From an optimization exercise on the open Yosys and OpenROAD flow, aimed at small area, a short achievable clock period and few clock cycles; shortcuts taken in it are not production practice.
In this exercise RTL edits were held to simulation tests only and were not proved equivalent to the original.
Power and IR drop assume default switching activity.

## flow/design.v (module list and top-level ports; edited modules follow where they fit)
// module a_ring: 23 lines
// module bram_buffer: 20 lines
// module c_ring: 28 lines
// module pe: 1211 lines
// module booth8_enc: 21 lines
// module systolic_array: 26 lines
// module gemm_controller: 63 lines
// module gemm_accelerator_top: 51 lines
module gemm_accelerator_top #(
    parameter N  = 4,
    parameter DW = 16,
    parameter DEPTH = 16,
    parameter LAT = 2      
)(
    input         clk,
    input         rst_n,
    input         start_accel,
    output        done_accel,
    input         host_we_a,
    input  [7:0]  host_addr_a,
    input  [N*DW-1:0] host_wdata_a,
    input         host_we_b,
    input  [7:0]  host_addr_b,
    input  [N*DW-1:0] host_wdata_b,
    input  [7:0]  host_addr_c,
    output [N*DW-1:0] host_rdata_c
);
  // ...
==> flow/run.sh <==
#!/bin/bash
# synth_recipe.tcl (not shown) runs the flow's synth.tcl, then flattens the netlist and writes it again
# the make line also repeats each setting of config.mk as NAME=value (left out here)
make -C /OpenROAD-flow-scripts/flow DESIGN_CONFIG=/design/flow/config.mk WORK_HOME=/design/flow/orfs CLKGATE_MAP_FILE= SYNTH_SCRIPT=/design/flow/synth_recipe.tcl finish
==> flow/config.mk <==
export PLATFORM = sky130hd
export DESIGN_NAME = gemm_accelerator_top
export DESIGN_NICKNAME = gemm_accelerator_top
export VERILOG_FILES = /design/flow/design.v
export SDC_FILE = /design/flow/constraint.sdc
export NUM_CORES = 4
export LEC_CHECK = 0
export CAP_MARGIN = 20
export CORE_MARGIN = 2
export CORE_UTILIZATION = 68
export CTS_CLUSTER_DIAMETER = 60
export CTS_CLUSTER_SIZE = 24
export SETUP_SLACK_MARGIN = 4.15
export SLEW_MARGIN = 20
==> flow/constraint.sdc <==
create_clock -name core_clock -period 7.0 [get_ports {clk}]
set_input_delay 1.4000 -clock core_clock [delete_from_list [all_inputs] [get_ports {clk}]]
set_output_delay 1.4000 -clock core_clock [all_outputs]
set_load 0.01 [all_outputs]
==> results_tabular.tex, run 1 <==
\begin{tabular}{lr}
\hline
Metric & Value \\
\hline
\multicolumn{2}{l}{\textbf{Outcome}} \\
Status & complete, no violations \\
\multicolumn{2}{l}{\textbf{Detailed routing}} \\
Routed met1 length & 155 mm \\
Antenna Nets Post-Route & 0 \\
\multicolumn{2}{l}{\textbf{Place}} \\
Final weighted congestion of routability-driven global placement & 1.01 \\
Detail Placement HPWL & 280 mm \\
Placed Cells incl. Taps & 13229 \\
\multicolumn{2}{l}{\textbf{Clocking}} \\
Post-CTS Setup Bufs & 36 \\
Clock slew at reported path FFs & 0.09 ns \\
Total CTS buffers & 192 \\
CTS tree & yes \\
\multicolumn{2}{l}{\textbf{Power and ir drop}} \\
Clk pwr share & 14.6\% \\
Power in combinational cells & 40.6 mW \\
\multicolumn{2}{l}{\textbf{Yosys}} \\
Post-Synthesis Net Count & 12132 \\
Yosys reg bits & 3399 \\
Yosys warnings & 10 \\
Most common library cells after synthesis & dfxtp\_1 (2908), xnor2\_1 (1044), mux2\_2 (837) \\
Sequential share of the synthesized area & 52.0\% \\
Fraction of registers with async set/reset & 2.21\% \\
Adder-Cell Fraction of Synth Area & 10.8\% \\
\multicolumn{2}{l}{\textbf{Finish}} \\
Synth-to-layout area growth & 8.88\% \\
Share of final layout cell area taken by clock buffers and inverters & 4.08\% \\
Number of inverters outside the clock class in the layout & 607 \\
Final std cells w/o fill & 13625 \\
Clock tree buffer count of the final layout & 215 \\
\multicolumn{2}{l}{\textbf{Die}} \\
Number of standard-cell rows in the floorplan & 166 \\
Die Y & 457 µm \\
Number of well-tap cells placed & 2688 \\
\multicolumn{2}{l}{\textbf{Worst setup path}} \\
FF-to-FF setup slack & 4.01 ns \\
Instance count on the critical path & 10 \\
WP buf/inv & 2 \\
RR Endpoint & array\_core.COL[1].col.s\_x[15] \\
Critical path arrival & 3.83 ns \\
Worst path cell trace & fa\_2 > inv\_2 > fa\_1 > inv\_1 > fa\_2 > xnor2\_2 > xnor2\_1 > xnor2\_1 > xnor2\_1 > xnor2\_1 \\
\multicolumn{2}{l}{\textbf{Flow run}} \\
Total of max-cap violations & 0 \\
\multicolumn{2}{l}{\textbf{Global route}} \\
Total routing usage reported by global routing & 40.2\% \\
Met1 track demand over resource & 49.8\% \\
Via count of the first global-routing pass & 91747 \\
\multicolumn{2}{l}{\textbf{Timing}} \\
Setup Viol. Count Final & 0 \\
F\_max & 335 MHz \\
Max-slew headroom & 9.43\% \\
Fin crit period & 2.99 ns \\
\hline
\end{tabular}
Testbench counts, summed over its fixed seeds: cycles 6,286.
==> inputs of run 2 (changes only) <==
--- a/flow/config.mk
+++ b/flow/config.mk
@@ -8,5 +8,5 @@
 export CAP_MARGIN = 20
 export CORE_MARGIN = 2
-export CORE_UTILIZATION = 68
+export CORE_UTILIZATION = 55
 export CTS_CLUSTER_DIAMETER = 60
 export CTS_CLUSTER_SIZE = 24
==> run 2 against run 1 <==
  * Sequential cell count unchanged
  * Count of clock-buffer cells in the layout up 31
  * Area after synthesis unchanged
  * Combinational power up 5.4%
  * Setup slack better by 0.0018 ns
  * Non-clock buffer count up 87
  * First-iteration DRC count down 11%
  * Sequential power about the same
  * Register-to-register slack about the same
  * Largest power group unchanged
  * Highest routed layer unchanged
==> results_tabular.tex, run 2 <==
\begin{tabular}{lr}
\hline
Metric & Value \\
\hline
\multicolumn{2}{l}{\textbf{Worst setup path}} \\
Worst path cell trace & fa\_2 > inv\_2 > fa\_1 > inv\_1 > fa\_2 > xnor2\_2 > xnor2\_1 > xnor2\_1 > xnor2\_2 > xnor2\_1 (was fa\_2 > inv\_2 > fa\_1 > inv\_1 > fa\_2 > xnor2\_2 > xnor2\_1 > xnor2\_1 > xnor2\_1 > xnor2\_1) \\
Stage delay of the slowest cell on the critical path & 0.58 ns (was 0.66 ns) \\
Critical path arrival & 3.74 ns (was 3.83 ns) \\
Family with the most delay on the worst path & adder cells (unchanged) \\
Critical path peak fanout & 1 (unchanged) \\
Slowest library cell on the worst path & fa\_2 (unchanged) \\
WP buf/inv & 2 (unchanged) \\
Cell with the most instances on the worst path & xnor2\_1 (unchanged) \\
Type of destination of the critical path & flop (unchanged) \\
CP required & 7.76 ns (was 7.84 ns) \\
Count of cells along the worst register-to-register path & 10 (unchanged) \\
Instance count on the critical path & 10 (unchanged) \\
Startpoint class of the critical path & flop (unchanged) \\
Type of the worst setup path & flop to flop (unchanged) \\
\multicolumn{2}{l}{\textbf{Global route}} \\
Total routing usage reported by global routing & 34.3\% (was 40.2\%) \\
Via count of the first global-routing pass & 90509 (was 91747) \\
First-pass GRT wire length & 644 mm (was 618 mm) \\
Antenna violations before repair & 45 (was 36) \\
GR Overflow Total & 0 (unchanged) \\
Pin count of the biggest net entering global routing & 105 (unchanged) \\
\multicolumn{2}{l}{\textbf{Yosys}} \\
Number of flops mapped to enable cells by yosys & 416 (unchanged) \\
Cell area after synthesis & 140000 µm² (unchanged) \\
Fraction of registers with async set/reset & 2.21\% (unchanged) \\
Adder-Cell Fraction of Synth Area & 10.8\% (unchanged) \\
Portion of synthesized cell area occupied by the leading cell type & 41.7\% (unchanged) \\
Most common library cells after synthesis & dfxtp\_1 (2908), xnor2\_1 (1044), mux2\_2 (837) (unchanged) \\
Yosys warnings & 10 (unchanged) \\
Number of instances in the synthesized netlist & 11132 (unchanged) \\
Post-Synthesis Net Count & 12132 (unchanged) \\
Biggest area contributors in the synthesized netlist & dfxtp\_1 (42\%), edfxtp\_1 (8.9\%), fa\_1 (8.8\%), mux2\_2 (6.8\%), xnor2\_1 (6.5\%) (unchanged) \\
Synthesized area per cell & 12.5 µm² (unchanged) \\
Unique masters post-synth & 89 (unchanged) \\
Yosys reg bits & 3399 (unchanged) \\
Post-synthesis simple-gate area fraction & 3.16\% (unchanged) \\
Most common cell in the synthesized netlist & dfxtp\_1 (unchanged) \\
Compound-gate portion of the synthesized area & 13.8\% (unchanged) \\
Sequential share of the synthesized area & 52.0\% (unchanged) \\
Fraction of synthesized area in multiplexers & 8.03\% (unchanged) \\
Post-synth top area cell & dfxtp\_1 (unchanged) \\
Largest family of logic cells by synthesized area & compound AO/OA/AOI/OAI gates (unchanged) \\
Top flip-flop cell by instance count after synthesis & dfxtp\_1 (unchanged) \\
Xor/xnor share of the synthesized area & 7.65\% (unchanged) \\
\multicolumn{2}{l}{\textbf{Detailed routing}} \\
Antenna Nets Post-Route & 0 (unchanged) \\
Number of vias per cell & 6.33 (was 6.77) \\
DRC & 0 (unchanged) \\
Routed wire per std cell & 31.8 µm (was 31.5 µm) \\
Detailed-routing iteration count for the pre-antenna-repair pass & 8 (was 20) \\
Vias & 91336 (was 92239) \\
Number of design-rule violations left by the first detailed-router iteration & 10766 (was 12129) \\
Detailed-route wire length & 459 mm (was 430 mm) \\
\multicolumn{2}{l}{\textbf{Min path}} \\
Worst hold-check path type & flop to flop (unchanged) \\
Worst hold path stage count & 0 (unchanged) \\
\multicolumn{2}{l}{\textbf{Finish}} \\
Synth-to-layout area growth & 11.4\% (was 8.88\%) \\
Final std cells w/o fill & 14434 (was 13625) \\
Fill cell count & 19797 (was 13516) \\
Proportion of layout cells with a drive suffix above 1 & 17.4\% (was 16.0\%) \\
Number of nets in the final layout & 11899 (was 11797) \\
Largest registers & buff\_A.mem x1024, buff\_C.mem x1024, buff\_B.mem x416 (unchanged) \\
Most frequent standard cell in the layout excluding fill and tap cells & dfxtp\_1 (unchanged) \\
Most used cells in the layout excluding fill and tap cells & dfxtp\_1 (2798), xnor2\_1 (1032), a22o\_1 (746) (was dfxtp\_1 (2811), xnor2\_1 (1033), a22o\_1 (746)) \\
\multicolumn{2}{l}{\textbf{Timing}} \\
Setup TNS & 0 ns (unchanged) \\
Fin crit period & 2.98 ns (was 2.99 ns) \\
Worst Hold Slack & 0.308 ns (was 0.329 ns) \\
Unrepaired setup endpoints after global routing & true (unchanged) \\
Tcrit/Tclk final & 42.6\% (was 42.7\%) \\
Worst Skew & 0.0869 ns (was 0.0945 ns) \\
Number of pins exceeding their max-slew limit in the final report & 0 (unchanged) \\
Worst Max-Slew Pin Slew & 1.22 ns (was 1.36 ns) \\
F\_max & 335 MHz (about the same) \\
Setup Viol. Count Final & 0 (unchanged) \\
Max-slew headroom & 18.5\% (was 9.43\%) \\
Number of hold violations in the final report & 0 (unchanged) \\
\multicolumn{2}{l}{\textbf{Power and ir drop}} \\
Total power after layout & 89.1 mW (was 85.8 mW) \\
Peak supply drop & 0.000859 V (was 0.000920 V) \\
Leak & 61.1 nW (was 59.9 nW) \\
Power density cells & 573 nW/µm² (was 565 nW/µm²) \\
\multicolumn{2}{l}{\textbf{Clocking}} \\
H-tree Lvls & 4 (unchanged) \\
Maximum buffer depth of the clock tree & 3 (unchanged) \\
Clock root buffer master & clkbuf\_16 (unchanged) \\
CTS tree & yes (unchanged) \\
Number of clock sinks seen by CTS & 3399 (unchanged) \\
Clock slew at reported path FFs & 0.09 ns (about the same) \\
Clock latency on the worst-skew pair & 0.94 ns (was 0.96 ns) \\
Total CTS buffers & 209 (was 192) \\
\multicolumn{2}{l}{\textbf{Place}} \\
Placed Cells incl. Taps & 13919 (was 13229) \\
Number of port buffers & 207 (unchanged) \\
Detail Placement HPWL & 298 mm (was 280 mm) \\
Final weighted congestion of routability-driven global placement & 0.954 (was 1.01) \\
\multicolumn{2}{l}{\textbf{Flow run}} \\
Total of max-cap violations & 0 (unchanged) \\
\multicolumn{2}{l}{\textbf{Die}} \\
Number of standard-cell rows in the floorplan & 184 (was 166) \\
Floorplan die area & 258000 µm² (was 209000 µm²) \\
Chip Width & 508 µm (was 457 µm) \\
Core box area & 252000 µm² (was 204000 µm²) \\
Initial standard-cell utilization of the core & 55.4\% (was 68.3\%) \\
Die Y & 508 µm (was 457 µm) \\
Number of primary I/O pins & 222 (unchanged) \\
\multicolumn{2}{l}{\textbf{Outcome}} \\
Status & complete, no violations (unchanged) \\
\hline
\end{tabular}
run 2: cell counts after synthesis:
Identical to the previous run, type by type.
run 2: worst paths after layout:
| path | from | endpoint | slack, ns |
|---|---|---|---|
| worst max register to register | array_core.COL[0].col.p1_z[14] | array_core.COL[0].col.s_x[15] | 4.02 |
| worst max-delay path | array_core.COL[0].col.p1_z[14] | array_core.COL[0].col.s_x[15] | 4.02 |
| worst min-delay path | buff_C.mem[2][47] | buff_C.mem[1][47] | 0.31 |
| min in group asynchronous | rst_n | ctrl_unit.left[4] | 0.61 |
| max in group asynchronous | rst_n | ctrl_unit.vld[1] | 5.63 |
| worst min register to register | buff_C.mem[2][47] | buff_C.mem[1][47] | 0.31 |
run 2: cells by family (layout without fill, tap and decap cells):
group	after synthesis	count (layout)
AOI/OAI and AO/OA	2326	2326
and+or+nand+nor	771	771
other	0	25
buffers and inverters	1578	1507
DFF	3399	3399
xor gates and xnor gates	1219	1219
muxes	996	996
adders and majority gates	843	843
run 2: where the power goes:
part / switching, mW / leakage [nW] / total, mW / internal [mW]
Clock: 7.50 / 3.54 / 13.9 / 6.35
Sequential: 4.81 / 28.9 / 32.5 / 27.7
Combinational: 24.8 / 28.6 / 42.8 / 17.9
Total: 37.1 / 61.1 / 89.1 / 52.0
run 2: final cells by class:
class | instances | area, µm² | share of cell area, %
clock inverter | 127 | 1850 | 1.19
antenna | 25 | 62.6 | 0.0402
timing repair buffer | 527 | 5890 | 3.79
clock buffer | 246 | 5540 | 3.56
inverter | 607 | 2300 | 1.48
tap | 3348 | 4190 | 2.69
sequential | 3399 | 72800 | 46.8
multi-input combinational | 6155 | 62800 | 40.4
run 2: routing by layer:
layer / up-vias / GRT usage (%) / wire length [µm] / share of wire (%)
li1: 39277 / - / - / -
met1: 46186 / 44.5 / 180000 / 39
met2: 4647 / 53.1 / 205000 / 45
met3: 1190 / 7.08 / 41800 / 9.1
met4: 36 / 20.6 / 31800 / 6.9
met5: - / 0 / 261 / 0.057
run 2: per-stage QoR:
stage,utilization [%],cell area (µm²),setup WS (ns)
floorplan,-,141000,2.50
global placement,57.7,145000,2.30
detailed placement,57.7,145000,2.28
CTS,61.3,154000,4.03
global route,61.7,155000,3.99
finish,61.7,155000,4.02
run 2: worst register-to-register path, stage by stage, from the launching register on:
cell	delay, ns
dfxtp_2	0.33
fa_2	0.58
inv_2	0.08
fa_1	0.51
inv_1	0.06
fa_2	0.35
xnor2_2	0.15
xnor2_1	0.14
xnor2_1	0.18
xnor2_2	0.32
xnor2_1	0.12
run 2: what timing repair did:
| action | 4_1_cts | 5_1_grt |
|---|---|---|
| pin swaps | 69 | 41 |
| setup endpoints to repair | 1315 | 474 |
| setup buffers | 53 | 32 |
| resized for setup | 532 | 95 |
| hold buffers | 0 | 0 |
| gates cloned | 16 | 15 |
==> inputs of run 3 (changes only) <==
--- a/flow/config.mk
+++ b/flow/config.mk
@@ -11,4 +11,4 @@
 export CTS_CLUSTER_DIAMETER = 60
 export CTS_CLUSTER_SIZE = 24
-export SETUP_SLACK_MARGIN = 4.15
+export SETUP_SLACK_MARGIN = 4.3
 export SLEW_MARGIN = 20
==> run 3 against run 2 <==
  * Still clean
  * Sequential share of layout area decreased by 0.64 points
  * Clock power about the same
  * Wire length grew 2.0%
  * Worst hold slack lost 0.0049 ns
  * Setup slack got worse by 0.0078 ns
  * Sequential power is essentially flat
  * Critical path depth unchanged
  * Final cell count is 0.63% higher
  * Non-clock buffer count is 91 higher
  * Fmax decreased by 0.26%
  * Register-to-register slack about the same
  * Critical path type unchanged
  * Critical endpoint unchanged
==> results_tabular.tex, run 3 <==
\begin{tabular}{lr}
\hline
Metric & Value \\
\hline
\multicolumn{2}{l}{\textbf{Worst setup path}} \\
Type of destination of the critical path & flop (unchanged) \\
FF-to-FF setup slack & 4.01 ns (was 4.02 ns) \\
CP required & 7.77 ns (was 7.76 ns) \\
Type of the worst setup path & flop to flop (unchanged) \\
RR Endpoint & array\_core.COL[0].col.s\_x[15] (unchanged) \\
Count of cells along the worst register-to-register path & 10 (unchanged) \\
Critical path arrival & 3.76 ns (was 3.74 ns) \\
Startpoint class of the critical path & flop (unchanged) \\
Critical path peak fanout & 1 (unchanged) \\
Reg2reg start & array\_core.COL[0].col.p2\_z[14] (was array\_core.COL[0].col.p1\_z[14]) \\
\multicolumn{2}{l}{\textbf{Yosys}} \\
Post-synth top area cell & dfxtp\_1 (unchanged) \\
Yosys reg bits & 3399 (unchanged) \\
Number of flops mapped to enable cells by yosys & 416 (unchanged) \\
Fraction of registers with async set/reset & 2.21\% (unchanged) \\
Biggest area contributors in the synthesized netlist & dfxtp\_1 (42\%), edfxtp\_1 (8.9\%), fa\_1 (8.8\%), mux2\_2 (6.8\%), xnor2\_1 (6.5\%) (unchanged) \\
Most common cell in the synthesized netlist & dfxtp\_1 (unchanged) \\
Top flip-flop cell by instance count after synthesis & dfxtp\_1 (unchanged) \\
Number of instances in the synthesized netlist & 11132 (unchanged) \\
Yosys warnings & 10 (unchanged) \\
Cell area after synthesis & 140000 µm² (unchanged) \\
Unique masters post-synth & 89 (unchanged) \\
Portion of synthesized cell area occupied by the leading cell type & 41.7\% (unchanged) \\
Post-Synthesis Net Count & 12132 (unchanged) \\
Synthesized area per cell & 12.5 µm² (unchanged) \\
Sequential share of the synthesized area & 52.0\% (unchanged) \\
Most common library cells after synthesis & dfxtp\_1 (2908), xnor2\_1 (1044), mux2\_2 (837) (unchanged) \\
\multicolumn{2}{l}{\textbf{Clocking}} \\
CTS tree & yes (unchanged) \\
Cts-stage hold buffer count & 0 (unchanged) \\
Total CTS buffers & 209 (unchanged) \\
H-tree Lvls & 4 (unchanged) \\
Maximum buffer depth of the clock tree & 3 (unchanged) \\
Clock slew at reported path FFs & 0.09 ns (about the same) \\
Clock latency on the worst-skew pair & 0.94 ns (about the same) \\
Number of clock sinks seen by CTS & 3399 (unchanged) \\
Clock root buffer master & clkbuf\_16 (unchanged) \\
\multicolumn{2}{l}{\textbf{Global route}} \\
Total routing usage reported by global routing & 35.5\% (was 34.3\%) \\
Antenna violations before repair & 54 (was 45) \\
First-pass GRT wire length & 660 mm (was 644 mm) \\
GR Overflow Total & 0 (unchanged) \\
Pin count of the biggest net entering global routing & 105 (unchanged) \\
Via count of the first global-routing pass & 91144 (was 90509) \\
\multicolumn{2}{l}{\textbf{Min path}} \\
Hold\_sp & buff\_C.mem[12][28] (was buff\_C.mem[2][47]) \\
Endpoint with the worst hold slack & buff\_C.mem[11][28] (was buff\_C.mem[1][47]) \\
Worst hold-check path type & flop to flop (unchanged) \\
Worst hold path stage count & 0 (unchanged) \\
\multicolumn{2}{l}{\textbf{Detailed routing}} \\
Number of vias per cell & 6.33 (about the same) \\
Routed wire per std cell & 32.2 µm (was 31.8 µm) \\
Detailed-routing iteration count for the pre-antenna-repair pass & 10 (was 8) \\
Number of design-rule violations left by the first detailed-router iteration & 10893 (was 10766) \\
Antenna Nets Post-Route & 0 (unchanged) \\
DRC & 0 (unchanged) \\
Detailed-route wire length & 468 mm (was 459 mm) \\
Vias & 91924 (was 91336) \\
\multicolumn{2}{l}{\textbf{Timing}} \\
Fin crit period & 2.99 ns (was 2.98 ns) \\
Setup TNS & 0 ns (unchanged) \\
Tcrit/Tclk final & 42.7\% (was 42.6\%) \\
Max-slew headroom & 20.4\% (was 18.5\%) \\
Worst Skew & 0.0895 ns (was 0.0869 ns) \\
Unrepaired setup endpoints after global routing & true (unchanged) \\
Worst Max-Slew Pin Slew & 1.19 ns (was 1.22 ns) \\
Setup Viol. Count Final & 0 (unchanged) \\
Number of pins exceeding their max-slew limit in the final report & 0 (unchanged) \\
F\_max & 334 MHz (was 335 MHz) \\
Worst Setup Slack, final & 4.01 ns (was 4.02 ns) \\
Number of hold violations in the final report & 0 (unchanged) \\
\multicolumn{2}{l}{\textbf{Finish}} \\
Fill cell count & 19520 (was 19797) \\
Final standard cell area without fillers & 158000 µm² (was 155000 µm²) \\
Final std cells w/o fill & 14525 (was 14434) \\
Number of nets in the final layout & 11992 (was 11899) \\
Most frequent standard cell in the layout excluding fill and tap cells & dfxtp\_1 (unchanged) \\
Largest registers & buff\_A.mem x1024, buff\_C.mem x1024, buff\_B.mem x416 (unchanged) \\
Proportion of layout cells with a drive suffix above 1 & 19.6\% (was 17.4\%) \\
Area of combinational cells with multiple inputs & 63300 µm² (was 62800 µm²) \\
Most used cells in the layout excluding fill and tap cells & dfxtp\_1 (2739), xnor2\_1 (1026), a22o\_1 (746) (was dfxtp\_1 (2798), xnor2\_1 (1032), a22o\_1 (746)) \\
Area used by sequential logic in the layout & 73000 µm² (was 72800 µm²) \\
Synth-to-layout area growth & 13.1\% (was 11.4\%) \\
\multicolumn{2}{l}{\textbf{Place}} \\
Number of port buffers & 207 (unchanged) \\
Final weighted congestion of routability-driven global placement & 0.954 (unchanged) \\
Detail Placement HPWL & 298 mm (unchanged) \\
Post-Place Cell Area & 145000 µm² (unchanged) \\
Placed Cells incl. Taps & 13919 (unchanged) \\
Worst slack, placed & 2.28 ns (unchanged) \\
\multicolumn{2}{l}{\textbf{Power and ir drop}} \\
Total power after layout & 89.9 mW (was 89.1 mW) \\
Power density cells & 569 nW/µm² (was 573 nW/µm²) \\
Peak supply drop & 0.000882 V (was 0.000859 V) \\
Leak & 62.0 nW (was 61.1 nW) \\
\multicolumn{2}{l}{\textbf{Die}} \\
Die Y & 508 µm (unchanged) \\
Number of primary I/O pins & 222 (unchanged) \\
Chip Width & 508 µm (unchanged) \\
Core box area & 252000 µm² (unchanged) \\
Number of standard-cell rows in the floorplan & 184 (unchanged) \\
Floorplan die area & 258000 µm² (unchanged) \\
Initial standard-cell utilization of the core & 55.4\% (unchanged) \\
\multicolumn{2}{l}{\textbf{Flow run}} \\
Total of max-cap violations & 0 (unchanged) \\
\multicolumn{2}{l}{\textbf{Outcome}} \\
Status & complete, no violations (unchanged) \\
\hline
\end{tabular}
==> run 3: timing repair <==
item	CTS	global route
setup buffers	112	48
resized for setup	792	175
setup endpoints to repair	1483	863
pin swaps	182	91
cloned	43	6
==> run 3: worst max-delay path, stage by stage (launching register included) <==
cell	delay [ns]
dfxtp_1	0.33
fa_1	0.62
inv_2	0.06
fa_1	0.49
inv_2	0.04
fa_2	0.35
xnor2_2	0.15
xnor2_1	0.14
xnor2_1	0.18
xnor2_2	0.34
xnor2_1	0.12
==> run 3: logic make-up after synthesis <==
kind of cell	Yosys count	share of synthesized area (%)
and+or+nand+nor	771	3.16
adders and majority gates	843	10.8
DFF	3399	52.0
muxes	996	8.03
AOI/OAI and AO/OA	2326	13.8
buffers and inverters	1578	4.47
xor gates and xnor gates	1219	7.65
==> run 3: cell type report <==
class	instances	area share, %
antenna	23	0.0364
clock buffer	246	3.51
clock inverter	127	1.17
inverter	607	1.45
multi-input combinational	6156	40.1
sequential	3399	46.2
tap	3348	2.65
timing repair buffer	618	4.85
timing repair inverter	1	0.00555
==> run 3: worst max path at each step <==
stage / end / start / cells past startpoint / slack [ns]
3_3_place_gp: buff_A.mem[0][17] / host_addr_a[2] / 7 / 2.30
6_report: array_core.COL[0].col.s_x[15] / array_core.COL[0].col.p2_z[14] / 10 / 4.01
5_1_grt: array_core.COL[0].col.s_x[15] / array_core.COL[0].col.p1_z[14] / 10 / 3.99
2_1_floorplan: buff_B.mem[0][0] / host_we_b / 1 / 2.50
3_5_place_dp: buff_A.mem[0][1] / host_addr_a[2] / 6 / 2.28
4_1_cts: array_core.COL[0].col.s_x[15] / array_core.COL[0].col.p1_z[14] / 10 / 4.03
==> run 3: power breakdown <==
| part | switching, mW | total [mW] | internal (mW) |
|---|---|---|---|
| sequential | 4.85 | 32.6 | 27.8 |
| combinational | 25.0 | 43.4 | 18.5 |
| clock | 7.51 | 13.9 | 6.35 |
| total | 37.3 | 89.9 | 52.6 |
==> run 3: metrics by stage <==
step | utilization, % | hold slack, ns
global placement | 57.7 | 0.316
detailed placement | 57.7 | 0.314
global route | 62.7 | 0.307
finish | 62.7 | 0.303
floorplan | - | 0.310
CTS | 62.2 | 0.301
==> run 3: metal layers <==
metal  up-vias  track usage, %  wire, µm
met5         -               0       391
met4        54            21.0     32800
met3      1246            7.48     42500
met2      4699            55.1    211000
met1     46421            45.7    182000
li1      39504               -         -
==> inputs of run 4 (changes only) <==
--- a/flow/config.mk
+++ b/flow/config.mk
@@ -8,7 +8,7 @@
 export CAP_MARGIN = 20
 export CORE_MARGIN = 2
-export CORE_UTILIZATION = 55
+export CORE_UTILIZATION = 62
 export CTS_CLUSTER_DIAMETER = 60
 export CTS_CLUSTER_SIZE = 24
-export SETUP_SLACK_MARGIN = 4.3
+export SETUP_SLACK_MARGIN = 4.15
 export SLEW_MARGIN = 20
==> run 4 against run 3 <==
  * Still clean on timing, DRC and antenna
  * Sequential share of layout area up 1.2 points
  * Wire length down 7.0%
  * Area after synthesis unchanged
  * Combinational power down 3%
  * Register-to-register slack better by 0.02 ns
  * Clock skew down 0.017 ns
  * Utilization up 5.8 points
  * Clock power down 4%
  * Via count down 0.81%
  * Critical path depth unchanged
  * Largest cell class unchanged
  * Largest power group unchanged
  * Highest routed layer unchanged
==> results_tabular.tex, run 4 <==
\begin{tabular}{lr}
\hline
Metric & Value \\
\hline
\multicolumn{2}{l}{\textbf{Clocking}} \\
Number of clock sinks seen by CTS & 3399 (unchanged) \\
Maximum buffer depth of the clock tree & 3 (unchanged) \\
Clock root buffer master & clkbuf\_16 (unchanged) \\
H-tree Lvls & 4 (unchanged) \\
Cts-stage hold buffer count & 0 (unchanged) \\
CTS tree & yes (unchanged) \\
Total CTS buffers & 201 (was 209) \\
Clock slew at reported path FFs & 0.09 ns (about the same) \\
Clock latency on the worst-skew pair & 0.92 ns (was 0.94 ns) \\
\multicolumn{2}{l}{\textbf{Outcome}} \\
Status & complete, no violations (unchanged) \\
\multicolumn{2}{l}{\textbf{Detailed routing}} \\
Detailed-route wire length & 435 mm (was 468 mm) \\
Number of design-rule violations left by the first detailed-router iteration & 11017 (was 10893) \\
Antenna Nets Post-Route & 0 (unchanged) \\
Vias & 91175 (was 91924) \\
Routed wire per std cell & 31.1 µm (was 32.2 µm) \\
Number of vias per cell & 6.52 (was 6.33) \\
DRC & 0 (unchanged) \\
Detailed-routing iteration count for the pre-antenna-repair pass & 13 (was 10) \\
\multicolumn{2}{l}{\textbf{Die}} \\
Chip Width & 479 µm (was 508 µm) \\
Core box area & 224000 µm² (was 252000 µm²) \\
Number of primary I/O pins & 222 (unchanged) \\
Floorplan die area & 229000 µm² (was 258000 µm²) \\
Die Y & 479 µm (was 508 µm) \\
Initial standard-cell utilization of the core & 62.3\% (was 55.4\%) \\
Number of standard-cell rows in the floorplan & 174 (was 184) \\
\multicolumn{2}{l}{\textbf{Worst setup path}} \\
Critical path arrival & 3.76 ns (about the same) \\
Reg2reg start & array\_core.COL[0].col.p0\_z[14] (was array\_core.COL[0].col.p2\_z[14]) \\
CP required & 7.79 ns (was 7.77 ns) \\
Type of the worst setup path & flop to flop (unchanged) \\
Type of destination of the critical path & flop (unchanged) \\
WP buf/inv & 2 (unchanged) \\
Family with the most delay on the worst path & adder cells (unchanged) \\
Count of cells along the worst register-to-register path & 10 (unchanged) \\
Slowest library cell on the worst path & fa\_2 (was fa\_1) \\
Cell with the most instances on the worst path & xnor2\_2 (was xnor2\_1) \\
Worst path cell trace & fa\_2 > inv\_2 > fa\_1 > inv\_1 > fa\_2 > xnor2\_2 > xnor2\_2 > xnor2\_2 > xnor2\_2 > xnor2\_1 (was fa\_1 > inv\_2 > fa\_1 > inv\_2 > fa\_2 > xnor2\_2 > xnor2\_1 > xnor2\_1 > xnor2\_2 > xnor2\_1) \\
Startpoint class of the critical path & flop (unchanged) \\
Critical path peak fanout & 1 (unchanged) \\
Stage delay of the slowest cell on the critical path & 0.62 ns (about the same) \\
FF-to-FF setup slack & 4.03 ns (was 4.01 ns) \\
RR Endpoint & array\_core.COL[0].col.s\_x[15] (unchanged) \\
\multicolumn{2}{l}{\textbf{Finish}} \\
Fill cell count & 16128 (was 19520) \\
Utilization after layout & 68.5\% (was 62.7\%) \\
Number of nets in the final layout & 11840 (was 11992) \\
Area used by sequential logic in the layout & 72800 µm² (was 73000 µm²) \\
Area of combinational cells with multiple inputs & 62600 µm² (was 63300 µm²) \\
Most frequent standard cell in the layout excluding fill and tap cells & dfxtp\_1 (unchanged) \\
Largest registers & buff\_A.mem x1024, buff\_C.mem x1024, buff\_B.mem x416 (unchanged) \\
Synth-to-layout area growth & 9.97\% (was 13.1\%) \\
Proportion of layout cells with a drive suffix above 1 & 16.5\% (was 19.6\%) \\
Most used cells in the layout excluding fill and tap cells & dfxtp\_1 (2798), xnor2\_1 (1030), a221oi\_1 (748) (was dfxtp\_1 (2739), xnor2\_1 (1026), a22o\_1 (746)) \\
\multicolumn{2}{l}{\textbf{Timing}} \\
Setup TNS & 0 ns (unchanged) \\
Setup Viol. Count Final & 0 (unchanged) \\
Worst Skew & 0.0727 ns (was 0.0895 ns) \\
Number of pins exceeding their max-slew limit in the final report & 0 (unchanged) \\
Fin crit period & 2.97 ns (was 2.99 ns) \\
Tcrit/Tclk final & 42.5\% (was 42.7\%) \\
Unrepaired setup endpoints after global routing & true (unchanged) \\
F\_max & 336 MHz (was 334 MHz) \\
Number of hold violations in the final report & 0 (unchanged) \\
Worst Setup Slack, final & 4.03 ns (was 4.01 ns) \\
Max-slew headroom & 14.2\% (was 20.4\%) \\
Worst Max-Slew Pin Slew & 1.29 ns (was 1.19 ns) \\
\multicolumn{2}{l}{\textbf{Global route}} \\
Via count of the first global-routing pass & 90545 (was 91144) \\
Total routing usage reported by global routing & 37.1\% (was 35.5\%) \\
Antenna violations before repair & 49 (was 54) \\
GR Overflow Total & 0 (unchanged) \\
Pin count of the biggest net entering global routing & 105 (unchanged) \\
First-pass GRT wire length & 624 mm (was 660 mm) \\
\multicolumn{2}{l}{\textbf{Place}} \\
Worst slack, placed & 2.04 ns (was 2.28 ns) \\
Final weighted congestion of routability-driven global placement & 0.989 (was 0.954) \\
Number of port buffers & 207 (unchanged) \\
Detail Placement HPWL & 283 mm (was 298 mm) \\
\multicolumn{2}{l}{\textbf{Power and ir drop}} \\
Proportion of total power due to net switching & 41.4\% (was 41.5\%) \\
Power density cells & 573 nW/µm² (was 569 nW/µm²) \\
Leak & 60.5 nW (was 62.0 nW) \\
Switching pwr & 36.4 mW (was 37.3 mW) \\
Part of the total power dissipated in sequential elements & 37.0\% (was 36.3\%) \\
Total power after layout & 88.1 mW (was 89.9 mW) \\
Combinational Power Share & 47.8\% (was 48.3\%) \\
Peak supply drop & 0.00100 V (was 0.000882 V) \\
Internal power of the cells & 51.6 mW (was 52.6 mW) \\
Clk pwr share & 15.2\% (was 15.4\%) \\
\multicolumn{2}{l}{\textbf{Yosys}} \\
Yosys reg bits & 3399 (unchanged) \\
Most common cell in the synthesized netlist & dfxtp\_1 (unchanged) \\
Post-synth top area cell & dfxtp\_1 (unchanged) \\
Synthesized area per cell & 12.5 µm² (unchanged) \\
Fraction of registers with async set/reset & 2.21\% (unchanged) \\
Post-Synthesis Net Count & 12132 (unchanged) \\
Number of flops mapped to enable cells by yosys & 416 (unchanged) \\
Cell area after synthesis & 140000 µm² (unchanged) \\
Unique masters post-synth & 89 (unchanged) \\
Most common library cells after synthesis & dfxtp\_1 (2908), xnor2\_1 (1044), mux2\_2 (837) (unchanged) \\
Yosys warnings & 10 (unchanged) \\
Number of instances in the synthesized netlist & 11132 (unchanged) \\
Top flip-flop cell by instance count after synthesis & dfxtp\_1 (unchanged) \\
Biggest area contributors in the synthesized netlist & dfxtp\_1 (42\%), edfxtp\_1 (8.9\%), fa\_1 (8.8\%), mux2\_2 (6.8\%), xnor2\_1 (6.5\%) (unchanged) \\
Sequential share of the synthesized area & 52.0\% (unchanged) \\
Portion of synthesized cell area occupied by the leading cell type & 41.7\% (unchanged) \\
\multicolumn{2}{l}{\textbf{Min path}} \\
Worst hold-check path type & flop to flop (unchanged) \\
Worst hold path stage count & 0 (unchanged) \\
Hold\_sp & array\_core.COL[2].col.n\_q[0] (was buff\_C.mem[12][28]) \\
Endpoint with the worst hold slack & array\_core.COL[2].col.s\_y[0] (was buff\_C.mem[11][28]) \\
\multicolumn{2}{l}{\textbf{Flow run}} \\
Total of max-cap violations & 0 (unchanged) \\
\hline
\end{tabular}
-- run 4: changes by cell type in the layout (fill, tap and decap cells not counted), sizes merged, moves of 3 or more --
cell           delta
clkdlybuf4s15     +3
buf             -137
clkbuf           -30
bufbuf            -6
dlymetal6s2s      -5
dlygate4sd2       -3
bufinv            +4
clkinv           -14
clkdlybuf4s50     +8
-- run 4: power by group through the flow --
stage	Clock (mW)	Sequential [mW]	Combinational (mW)
floorplan	0	30.2	24.6
global placement	0	32.5	39.9
detailed placement	0	32.7	40.8
CTS	13.5	32.4	41.6
global route	14.2	33.1	44.9
finish	13.4	32.6	42.1
-- run 4: worst max path at each step --
stage | from | to | slack (ns) | cells after the start
after global routing | array_core.COL[1].col.p0_z[14] | array_core.COL[1].col.s_x[15] | 3.98 | 10
after CTS | array_core.COL[0].col.p0_z[14] | array_core.COL[0].col.s_x[15] | 4.05 | 10
after global placement | host_addr_c[1] | buff_C.dout[14] | 2.05 | 10
final | array_core.COL[0].col.p0_z[14] | array_core.COL[0].col.s_x[15] | 4.03 | 10
after detailed placement | host_addr_c[1] | buff_C.dout[14] | 2.04 | 10
after floorplan | host_we_b | buff_B.mem[0][0] | 2.50 | 1
-- run 4: cell type report --
class	count	area share, %
Tap cell	2992	2.44
Inverter	607	1.49
Clock buffer	220	3.38
Clock inverter	119	1.14
Multi-Input combinational cell	6157	40.8
Antenna cell	25	0.0407
Sequential cell	3399	47.4
Timing Repair Buffer	474	3.32
-- run 4: cells by family after synthesis --
group / synth area share [%]
DFF: 52.0
AOI/OAI and AO/OA: 13.8
buffers and inverters: 4.47
xor gates and xnor gates: 7.65
muxes: 8.03
adders and majority gates: 10.8
and+or+nand+nor: 3.16
-- run 4: repair_timing --
item                       4_1_cts  5_1_grt
setup endpoints to repair     1238      438
gates cloned                    21        5
gates resized for setup        490       76
pin swaps                       69       23
setup buffers                   47        8
-- run 4: through the flow --
step / instances / cell area (µm²) / hold WS (ns)
floorplan: 11132 / 141000 / 0.310
global placement: 13543 / 145000 / 0.312
detailed placement: 13548 / 145000 / 0.314
CTS: 13955 / 153000 / 0.312
global route: 13975 / 154000 / 0.322
finish: 13993 / 154000 / 0.305
-- run 4: per-layer routing --
layer  global-route usage (%)  share of wire [%]  up-vias
met5                        0              0.063        -
met4                     24.6                8.1       44
met3                     8.50                9.6     1419
met2                     56.8                 45     5088
met1                     47.3                 38    45424
li1                         -                  -    39200

==> port drivers added, routing unchanged <==
No port has a modelled driver above. Below, the same layouts with a new extraction and two added sets of constraints.
Step 1 (the two cells are an assumption about what drives the block):
set clk [get_ports {clk}]
set_driving_cell -lib_cell sky130_fd_sc_hd__clkbuf_16 $clk
set_driving_cell -lib_cell sky130_fd_sc_hd__buf_2 [delete_from_list [all_inputs] $clk]
Step 2 also shifts input and output timing later by t, the mid clock arrival at the registers, as if the neighbouring blocks saw the same clock.
Slacks: ideal / step 1 / step 2; pairs: ideal / step 1.
run	shift t [ns]	slack for setup (ns)	worst register clock-pin slew, ns	pins driven straight from the clock port
run 1	1.006	4.014 / 4.014 / 3.121	0.10 / 0.10	1
run 2	0.996	4.016 / 4.016 / 3.132	0.10 / 0.10	1
run 3	0.997	4.008 / 4.008 / 3.292	0.10 / 0.10	1
run 4	0.989	4.027 / 4.027 / 3.179	0.10 / 0.10	1
After both steps setup and hold are still met in every run listed. The setup slack of run 1, which loses most, moves by 0.000 ns with the drivers and by -0.893 ns with both steps.
